From an optimization exercise on the open Yosys and OpenROAD flow, aimed at small area, a short achievable clock period and few clock cycles per item; shortcuts taken in it are not production practice.
At most, simulation tests tie the RTL to the original design; equivalence was not proved.
Power figures rest on the tool's default switching activity, not on a simulated workload. The clock port is modelled as an ideal driver; clocking choices that lean on that would not hold on a real chip.

==> flow/design.v (excerpt) <==
module fft_computer(
input        i_clk,
input        i_rst_n,
input        i_data_valid,
input [31:0] i_data,
output       o_data_ready,
output       o_data_valid,
output [31:0]o_data,
input        i_data_ready
);
For scale: ~3,500 cells after synthesis, about 0.055 sq mm of cells after synthesis.
export LEC_CHECK = 0
export CAP_MARGIN = 20
export CORE_MARGIN = 2
export CORE_UTILIZATION = 45
export CTS_BUF_LIST = sky130_fd_sc_hd__clkbuf_8
export CTS_CLUSTER_DIAMETER = 60
export CTS_CLUSTER_SIZE = 18
export SLEW_MARGIN = 20
export SYNTH_MEMORY_MAX_BITS = 65536
create_clock -name core_clock -period 10.0 [get_ports {i_clk}]
standard.sh (not shown) runs the stock make flow with config.mk's settings and CLKGATE_MAP_FILE= SYNTH_SCRIPT=/design/flow/synth_recipe.tcl, a recipe that flattens the netlist after the stock synthesis.
==> flow/flow/run.sh <==
#!/bin/bash
# The standard layout (standard.sh) at the same clock period, with
# timing repair aimed at a setup slack of SETUP_SLACK_MARGIN ns instead of 0
# and the port buffers started as buf_2 (repair may resize them).
set -euo pipefail
bash standard.sh SETUP_SLACK_MARGIN=7.0 "BUFFER_PORTS_ARGS=-buffer_cell sky130_fd_sc_hd__buf_2" finish > make.log 2>&1
The baseline finished with timing, DRC and antenna clean.
Testbench counts at the start, summed over its fixed seeds: cycles 8,224, items 4,096.
==> next run, changes <==
==> flow/flow/run.sh (replaced) <==
#!/bin/bash
# The standard layout (standard.sh) at the same clock period, with:
# - timing repair aimed at a setup slack of SETUP_SLACK_MARGIN ns instead of 0,
# - port buffers started as buf_2 (repair may resize them),
# - clock tree synthesis without dummy load cells.
set -euo pipefail
CTS="-sink_clustering_enable -repair_clock_nets -sink_clustering_size 36 -sink_clustering_max_diameter 80 -buf_list sky130_fd_sc_hd__clkbuf_16 -dont_use_dummy_load"
bash standard.sh SETUP_SLACK_MARGIN=7.0 "BUFFER_PORTS_ARGS=-buffer_cell sky130_fd_sc_hd__buf_2" "CTS_ARGS=$CTS" finish > make.log 2>&1
Settings changed: CORE_UTILIZATION 45 to 60, CTS_BUF_LIST sky130_fd_sc_hd__clkbuf_8 to sky130_fd_sc_hd__clkbuf_16, CTS_CLUSTER_DIAMETER 60 to 80, CTS_CLUSTER_SIZE 18 to 36.
=>
- count of clock-buffer cells in the layout drops by 80
- non-clock buffer count decreases by 6
- hold slack is worse by 0.039 ns
- clock skew is higher by 0.032 ns
- die area falls by 25%
- worst setup slack gains 0.21 ns
==> next run, changes <==
==> flow/flow/run.sh (replaced) <==
#!/bin/bash
# The standard layout (standard.sh) at the same clock period, with
# timing repair aimed at a setup slack of SETUP_SLACK_MARGIN ns instead of 0
# and the port buffers started as buf_2 (repair may resize them).
set -euo pipefail
bash standard.sh SETUP_SLACK_MARGIN=7.0 "BUFFER_PORTS_ARGS=-buffer_cell sky130_fd_sc_hd__buf_2" finish > make.log 2>&1
Settings changed: CORE_UTILIZATION 60 to 45, CTS_CLUSTER_DIAMETER 80 to 70, CTS_CLUSTER_SIZE 36 to 32.
After rerunning:
- The changed run finished clean
- final area increases by a few percent
- register-to-register slack stays flat
- worst setup slack degrades by 0.040 ns
- die area rises by a quarter to a third
- worst hold slack improves by 0.038 ns
- cell count increases by roughly a tenth
- wire length goes up by a few percent
- core utilization decreases by 15 points
- synthesized cell count is unchanged
- combinational power goes up by a few percent
- global-route usage came out lower by 4.0 points
==> next run, changes <==
Settings changed: CORE_UTILIZATION 45 to 65.
=>
- first-iteration DRC count drops by 28%
- maximum frequency drops by 1.9%
- synthesized cell count is unchanged
- hold slack gains 0.0065 ns
- setup slack loses 0.064 ns
- die area drops by 30%
- cell area drops by 2.1%
- via count climbs by 0.84%
- clock skew climbs by 0.030 ns
- non-clock buffer count drops by 17

* * *

== build 17 ==
fft_computer, a different RTL version from the one above (not shown whole).
For scale: ~3400 cells after synthesis, about 70 I/O pins, ~54000 um^2 of cells after synthesis.
// fft_computer
module fft_computer(
input        i_clk,
input        i_rst_n,
input        i_data_valid,
input [31:0] i_data,
output       o_data_ready,
output       o_data_valid,
output [31:0]o_data,
input        i_data_ready
);
export LEC_CHECK = 0
export CAP_MARGIN = 20
export CORE_MARGIN = 2
export CORE_UTILIZATION = 60
export CTS_BUF_LIST = sky130_fd_sc_hd__clkbuf_16
export CTS_CLUSTER_DIAMETER = 70
export CTS_CLUSTER_SIZE = 32
export SLEW_MARGIN = 20
export SYNTH_MEMORY_MAX_BITS = 65536
create_clock -name core_clock -period 10.0 [get_ports {i_clk}]
==> flow/flow/run.sh <==
#!/bin/bash
# The standard layout (standard.sh) at the same clock period, with:
# - timing repair aimed at a setup slack of SETUP_SLACK_MARGIN ns instead of 0,
# - port buffers started as buf_2 (repair may resize them),
# - clock tree synthesis without dummy load cells.
set -euo pipefail
CTS="-sink_clustering_enable -repair_clock_nets -sink_clustering_size 32 -sink_clustering_max_diameter 70 -buf_list sky130_fd_sc_hd__clkbuf_16 -dont_use_dummy_load"
bash standard.sh SETUP_SLACK_MARGIN=7.0 "BUFFER_PORTS_ARGS=-buffer_cell sky130_fd_sc_hd__buf_2" "CTS_ARGS=$CTS" finish > make.log 2>&1
Testbench counts of build 17, summed over its fixed seeds: cycles 8,704, items 4,096.
> inputs changed (build 17 -> build 75)
Settings: changing CTS_CLUSTER_SIZE from 32 to 40; changing CORE_UTILIZATION from 60 to 62; changing CTS_CLUSTER_DIAMETER from 70 to 50.
==> flow/flow/run.sh <==
#!/bin/bash
# The standard layout (standard.sh) at the same clock period, with:
# - timing repair aimed at a setup slack of SETUP_SLACK_MARGIN ns instead of 0,
# - port buffers started as buf_2 (repair may resize them),
# - clock tree synthesis without dummy load cells.
set -euo pipefail
CTS="-sink_clustering_enable -repair_clock_nets -sink_clustering_size 40 -sink_clustering_max_diameter 50 -buf_list sky130_fd_sc_hd__clkbuf_16 -dont_use_dummy_load"
bash standard.sh SETUP_SLACK_MARGIN=7.0 "BUFFER_PORTS_ARGS=-buffer_cell sky130_fd_sc_hd__buf_2" "CTS_ARGS=$CTS" finish > make.log 2>&1
==> comparison <==
- Minimum setup slack among reg-to-reg paths ended up 20 ps lower on build 75 than on build 17.
- Delta (build 75 minus build 17): core utilization picked up an extra 3.2 points, worst max-slew margin expressed relative to the limit lost 5.9 points, switching part of the total picked up an extra 0.46 points, routed length on met3 picked up an extra 10%, share of layout cells above drive strength 1 picked up an extra 2.4 points.
- Taking build 17 as the reference point, the power in combinational cells of build 75 rises by about 9%.
- When the final numbers for build 17 and build 75 were put side by side, the largest net degree at the start of global routing turned out to be greater in build 75.
- Build 75 vs build 17: buffer count excluding the clock tree in the final layout up
- A startpoint-to-endpoint class of the critical path of reg -> out is what build 75 shows, while reg -> reg belongs to build 17.
- Horizontal die dimension for build 75: 1.6% down relative to build 17
- Build 75 reports a higher design area than build 17 does.
- No stage failed in build 75, and the final checks on the layout all came back clean.

* * *

the baseline:
Another version of the RTL of fft_computer (not shown whole).
Size: roughly 2,100 flip-flops, ~52,000 µm² of cells after synthesis.
export LEC_CHECK = 0
export CAP_MARGIN = 20
export CORE_MARGIN = 2
export CORE_UTILIZATION = 60
export CTS_BUF_LIST = sky130_fd_sc_hd__clkbuf_16
export CTS_CLUSTER_DIAMETER = 70
export CTS_CLUSTER_SIZE = 32
export SLEW_MARGIN = 20
export SYNTH_MEMORY_MAX_BITS = 65536
create_clock -name core_clock -period 10.0 [get_ports {i_clk}]
==> flow/flow/run.sh <==
#!/bin/bash
# The standard layout (standard.sh) at the same clock period, with:
# - timing repair aimed at a setup slack of SETUP_SLACK_MARGIN ns instead of 0,
# - port buffers started as buf_2 (repair may resize them),
# - clock tree synthesis without dummy load cells.
set -euo pipefail
CTS="-sink_clustering_enable -repair_clock_nets -sink_clustering_size 32 -sink_clustering_max_diameter 70 -buf_list sky130_fd_sc_hd__clkbuf_16 -dont_use_dummy_load"
bash standard.sh SETUP_SLACK_MARGIN=7.0 "BUFFER_PORTS_ARGS=-buffer_cell sky130_fd_sc_hd__buf_2" "CTS_ARGS=$CTS" finish > make.log 2>&1
Testbench counts of the baseline, summed over its fixed seeds: cycles 8,224, items 4,096.
> inputs changed (the baseline -> the candidate)
==> flow/flow/run.sh <==
#!/bin/bash
# The standard layout (standard.sh) at the same clock period, with:
# - timing repair aimed at a setup slack of SETUP_SLACK_MARGIN ns instead of 0,
# - port buffers started as buf_2 (repair may resize them),
# - clock tree synthesis without dummy load cells.
set -euo pipefail
CTS="-sink_clustering_enable -repair_clock_nets -sink_clustering_size 34 -sink_clustering_max_diameter 70 -buf_list sky130_fd_sc_hd__clkbuf_16 -dont_use_dummy_load"
bash standard.sh SETUP_SLACK_MARGIN=6.85 "BUFFER_PORTS_ARGS=-buffer_cell sky130_fd_sc_hd__buf_2" "CTS_ARGS=$CTS" finish > make.log 2>&1
diff --git a/flow/config.mk b/flow/config.mk
--- a/flow/config.mk
+++ b/flow/config.mk
@@ -11,5 +11,5 @@
 export CTS_BUF_LIST = sky130_fd_sc_hd__clkbuf_16
 export CTS_CLUSTER_DIAMETER = 70
-export CTS_CLUSTER_SIZE = 32
+export CTS_CLUSTER_SIZE = 34
 export SLEW_MARGIN = 20
 export SYNTH_MEMORY_MAX_BITS = 65536
Results
- The sequential share of layout area in the candidate sits 0.35 points above the value recorded for the baseline.
- Core utilization: the candidate lower than the baseline
- Between the baseline and the candidate, the clock share of power figures differ only marginally.
- The candidate vs. the baseline: cell-internal power lost 0.000050 W, non-filler instance count after layout neither gained nor lost much, critical path depth picked up an extra 8, first-pass GRT wire length picked up an extra about 1%, via count lost about 0.54%.

* * *

fft_computer with an RTL version that a note above also has.
For scale: about 70 I/O pins, about 55000 um2 of cells after synthesis.
export LEC_CHECK = 0
export CAP_MARGIN = 20
export CORE_MARGIN = 2
export CORE_UTILIZATION = 60
export CTS_BUF_LIST = sky130_fd_sc_hd__clkbuf_16
export CTS_CLUSTER_DIAMETER = 80
export CTS_CLUSTER_SIZE = 36
export SLEW_MARGIN = 20
export SYNTH_MEMORY_MAX_BITS = 65536
create_clock -name core_clock -period 10.0 [get_ports {i_clk}]
==> flow/flow/run.sh <==
#!/bin/bash
# The standard layout (standard.sh) at the same clock period, with
# timing repair aimed at a setup slack of SETUP_SLACK_MARGIN ns instead of 0
# and the port buffers started as buf_2 (repair may resize them).
set -euo pipefail
bash standard.sh SETUP_SLACK_MARGIN=7.3 "BUFFER_PORTS_ARGS=-buffer_cell sky130_fd_sc_hd__buf_2" finish > make.log 2>&1
The starting point finished clean.
Testbench counts at the start, summed over its fixed seeds: cycles 8,224, items 4,096.
==> next run, changes <==
--- a/flow/flow/run.sh
+++ b/flow/flow/run.sh
@@ -5,2 +5,2 @@
 set -euo pipefail
-bash standard.sh SETUP_SLACK_MARGIN=7.3 "BUFFER_PORTS_ARGS=-buffer_cell sky130_fd_sc_hd__buf_2" finish > make.log 2>&1
+bash standard.sh SETUP_SLACK_MARGIN=7.0 "BUFFER_PORTS_ARGS=-buffer_cell sky130_fd_sc_hd__buf_2" finish > make.log 2>&1
CORE_UTILIZATION = 45   (was 60)
Via count falls by 1.0%.
Cell count goes up by 8.4%.
Non-clock buffer count came out lower by 39.
Global-route usage falls by 4.7 points.
Utilization went down by 17 points.
==> next run, changes <==
CORE_UTILIZATION = 60   (was 45)
Total power went down by 1.9%.
Synthesized cell count is unchanged.
Global-route usage came out higher by 4.1 points.
Clock power went down by 7.2%.
Final area came out lower by 1.7%.
Sequential power is about the same.
Utilization grows by 15 points.
Maximum frequency went up by 0.87%.
Final cell count shrinks by 8.6%.
First-iteration DRC count came out lower by 5.3%.

* * *

Setup of run 1:
Another version of the RTL of fft_computer (not shown whole).
For scale: ~2200 flip-flops.
clock: 10.0 ns
lec_check: 0
cap_margin: 20
core_margin: 2
core_utilization: 45
cts_buf_list: sky130_fd_sc_hd__clkbuf_8
cts_cluster_size: 30
slew_margin: 20
synth_memory_max_bits: 65536
run.sh (not shown) runs the stock make flow with config.mk's settings and CLKGATE_MAP_FILE= SYNTH_SCRIPT=/design/flow/synth_recipe.tcl, a recipe that flattens the netlist after the stock synthesis.
Stock flow here: none of the scripts above is used.
Modified inputs, run 2 compared to run 1
--- a/flow/config.mk
+++ b/flow/config.mk
@@ -12 +12,2 @@
-export CTS_CLUSTER_SIZE = 30
+export CTS_CLUSTER_DIAMETER = 60
+export CTS_CLUSTER_SIZE = 18
==> results.txt <==
Layout buffering overhead excluding clock cells: run 2 vs run 1, no meaningful difference
Going from run 1 to run 2, the post-layout minimum cycle time was found to have gone up by 0.063 ns.
Of run 1 and run 2, run 1 shows the higher utilization, with run 2 below it.
Diff run 1 -> run 2 | switching share of power | increase of 1.3 points
Run 2 vs. run 1: internal power decreased 16%, total sequential power held, setup slack of the critical path after layout decreased 0.063 ns, final total power went down about 15%, total wire length after detailed routing down 3.9%.
Modified inputs, run 3 compared to run 2
--- a/flow/config.mk
+++ b/flow/config.mk
@@ -11,3 +10,0 @@
-export CTS_BUF_LIST = sky130_fd_sc_hd__clkbuf_8
-export CTS_CLUSTER_DIAMETER = 60
-export CTS_CLUSTER_SIZE = 18
For critical path depth, run 3 and run 2 come out practically identical. The final reports for run 3 and run 2 show fraction of power consumed by combinational cells lower in the former. Diff run 3..run 2 | synthesized cell count | negligible. | count of clock-buffer cells in the layout | lower: run 2 |.
Input-level comparison between run 4 and run 3:
--- a/flow/config.mk
+++ b/flow/config.mk
@@ -10,0 +11,3 @@
+export CTS_BUF_LIST = sky130_fd_sc_hd__clkbuf_16
+export CTS_CLUSTER_DIAMETER = 70
+export CTS_CLUSTER_SIZE = 32
### Flow results
Global-route usage over all layers in run 4 is 0.70 points below run 3. The sequential share of cell area of run 4 is higher than that of run 3. Note that the sum of internal, switching and leakage power recorded for run 4 amounts to 0.861 times the value seen in run 3. As far as overall die height goes, run 4 and run 3 are indistinguishable; the numbers are identical. When the final numbers for run 3 and run 4 were put side by side, the static leakage power turned out to be greater in run 3. Setup WNS run 3 -> run 4: worse. Looking at net count reported at finish across run 3 and run 4, the one that comes out lower is run 4. Status: number of tap cells added at floorplan parity (run 3, run 4). Signed area change from the synthesized netlist to the final layout delta for run 4 relative to run 3: 6.1 points lower.
No run of this note included a check of the RTL's function; only the layout flow was run.

* * *

== job 3462 ==
Another version of the RTL of fft_computer (not shown whole).
For scale: roughly 70 I/O pins, about 56000 µm² of cells after synthesis.
## fft_computer
module fft_computer(
input        i_clk,
input        i_rst_n,
input        i_data_valid,
input [31:0] i_data,
output       o_data_ready,
output       o_data_valid,
output [31:0]o_data,
input        i_data_ready
);
clock: 10.0 ns
lec_check: 0
cap_margin: 20
core_margin: 2
core_utilization: 45
cts_buf_list: sky130_fd_sc_hd__clkbuf_8
cts_cluster_diameter: 60
cts_cluster_size: 18
slew_margin: 20
synth_memory_max_bits: 65536
standard.sh (not shown) runs the stock make flow with config.mk's settings and CLKGATE_MAP_FILE= SYNTH_SCRIPT=/design/flow/synth_recipe.tcl, a recipe that flattens the netlist after the stock synthesis.
==> flow/flow/run.sh <==
#!/bin/bash
# The standard layout (standard.sh), with timing repair aimed at a
# setup slack of SETUP_SLACK_MARGIN ns instead of 0 at the same clock period.
set -euo pipefail
bash standard.sh SETUP_SLACK_MARGIN=6.0 finish > make.log 2>&1
Job 3462 ran to completion and came out clean on the timing, design-rule and antenna checks.
### job 3462 -> job 8894
Settings: CTS_BUF_LIST no longer set, was sky130_fd_sc_hd__clkbuf_8; CTS_CLUSTER_DIAMETER no longer set, was 60; CTS_CLUSTER_SIZE no longer set, was 18.
==> flow/run.sh (new file) <==
#!/bin/bash
# synth_recipe.tcl (not shown) runs the flow's synth.tcl, then flattens the netlist and writes it again
# the make line also repeats each setting of config.mk as NAME=value (left out here)
make -C /OpenROAD-flow-scripts/flow DESIGN_CONFIG=/design/flow/config.mk WORK_HOME=/design/flow/orfs CLKGATE_MAP_FILE= SYNTH_SCRIPT=/design/flow/synth_recipe.tcl finish
removed: flow/flow/run.sh
removed: flow/standard.sh
Notes after the runs:
- [compare] base=job 3462 new=job 8894: via count has increased, met3 layer wire length in the routed design now sits lower, area added between synthesis and finish now sits higher, proportion of power drawn by flip-flops and latches moved down, clock-cell share of area grew by 5.9 points.
- Job 8894 closes out successfully: all stages finished, all timing, DRC and antenna checks passed.
- Cmp job 3462 and job 8894 / global-route usage over all layers / higher: job 8894
- In the reports for job 3462 and job 8894, the smaller last weighted congestion value of the routability-driven placer belongs to job 3462.
#### Input delta (job 2607 over job 8894)
Settings: an added CTS_BUF_LIST of sky130_fd_sc_hd__clkbuf_16; an added CTS_CLUSTER_SIZE of 32; an added CTS_CLUSTER_DIAMETER of 70.
==> flow/flow/run.sh (new file) <==
#!/bin/bash
# The standard layout (standard.sh), with timing repair aimed at a
# setup slack of SETUP_SLACK_MARGIN ns instead of 0 at the same clock period.
set -euo pipefail
bash standard.sh SETUP_SLACK_MARGIN=6.5 finish > make.log 2>&1
==> flow/standard.sh (new file) <==
#!/bin/bash
# synth_recipe.tcl (not shown) runs the flow's synth.tcl, then flattens the netlist and writes it again
# the make line also repeats each setting of config.mk as NAME=value (left out here)
make -C /OpenROAD-flow-scripts/flow DESIGN_CONFIG=/design/flow/config.mk WORK_HOME=/design/flow/orfs CLKGATE_MAP_FILE= SYNTH_SCRIPT=/design/flow/synth_recipe.tcl "${@:-finish}"
removed: flow/run.sh
==> results.txt <==
Compared job 2607 vs job 8894, and clock power is down in job 2607. Delta (job 2607 minus job 8894): final number of hold-violating endpoints comparable; flop-to-flop setup slack climbed 360 ps.
Function was not checked in any run of this note: the RTL went through the layout flow alone.

==> separate check: timing with driven ports <==
No port has a modelled driver above. Below, the same layouts with a new extraction and two added sets of constraints.
Step 1, drivers: a clkbuf_16 drives i_clk and a buf_2 each remaining input, both assumed.
Step 2 adds t to the input delays and takes it off the output delays; t is the mean of the earliest and latest rising clock arrival at the registers after step 1. Input paths then give back, and output paths get back, about the clock's delay inside the block.
Three values: ideal, step 1, step 2; two values: the first two.
run | shift t [ns] | setup WS [ns] | latest minus earliest clock arrival (ns) | slew at the worst register clock pin (ns) | worst data-port slew with drivers (ns)
the first run of note 1 | 0.920 | 6.511 / 6.448 / 6.249 | 0.051 / 0.050 | 0.12 / 0.12 | 0.06
the second run of note 1 | 0.699 | 6.720 / 6.656 / 6.415 | 0.074 / 0.074 | 0.12 / 0.12 | 0.04
the third run of note 1 | 0.752 | 6.680 / 6.614 / 6.411 | 0.033 / 0.033 | 0.11 / 0.11 | 0.06
the fourth run of note 1 | 0.724 | 6.615 / 6.550 / 6.396 | 0.060 / 0.059 | 0.12 / 0.12 | 0.12
build 17 | 0.691 | 6.729 / 6.708 / 6.447 | 0.114 / 0.114 | 0.11 / 0.11 | 0.22
build 75 | 0.751 | 6.697 / 6.629 / 6.428 | 0.154 / 0.154 | 0.12 / 0.12 | 0.22
the baseline | 0.689 | 6.694 / 6.631 / 6.430 | 0.101 / 0.100 | 0.12 / 0.12 | 0.04
the candidate | 0.681 | 6.707 / 6.679 / 6.307 | 0.131 / 0.131 | 0.12 / 0.12 | 0.06
the first run of note 4 | 0.732 | 6.706 / 6.640 / 6.420 | 0.039 / 0.039 | 0.12 / 0.12 | 0.04
the second run of note 4 | 0.746 | 6.683 / 6.612 / 6.427 | 0.045 / 0.045 | 0.12 / 0.12 | 0.06
the third run of note 4 | 0.717 | 6.711 / 6.647 / 6.402 | 0.042 / 0.042 | 0.12 / 0.12 | 0.04
run 1 | 0.992 | 5.277 / 5.320 / 4.329 | 0.093 / 0.093 | 0.07 / 0.07 | 0.05
run 2 | 0.927 | 5.214 / 5.259 / 4.332 | 0.055 / 0.056 | 0.11 / 0.11 | 0.05
run 3 | 0.851 | 5.109 / 5.156 / 4.305 | 0.049 / 0.049 | 0.07 / 0.07 | 0.05
run 4 | 0.773 | 5.037 / 5.086 / 4.313 | 0.057 / 0.056 | 0.11 / 0.11 | 0.05
job 3462 | 0.938 | 6.168 / 6.102 / 5.713 | 0.053 / 0.052 | 0.11 / 0.11 | 0.11
job 8894 | 0.869 | 6.130 / 6.057 / 5.722 | 0.064 / 0.064 | 0.07 / 0.07 | 0.10
job 2607 | 0.750 | 6.570 / 6.500 / 6.059 | 0.053 / 0.053 | 0.11 / 0.11 | 0.11
After both steps setup and hold are still met in every run listed. For run 1, which loses most, drivers alone change the setup slack by +0.043 ns; drivers and shift together by -0.948 ns.
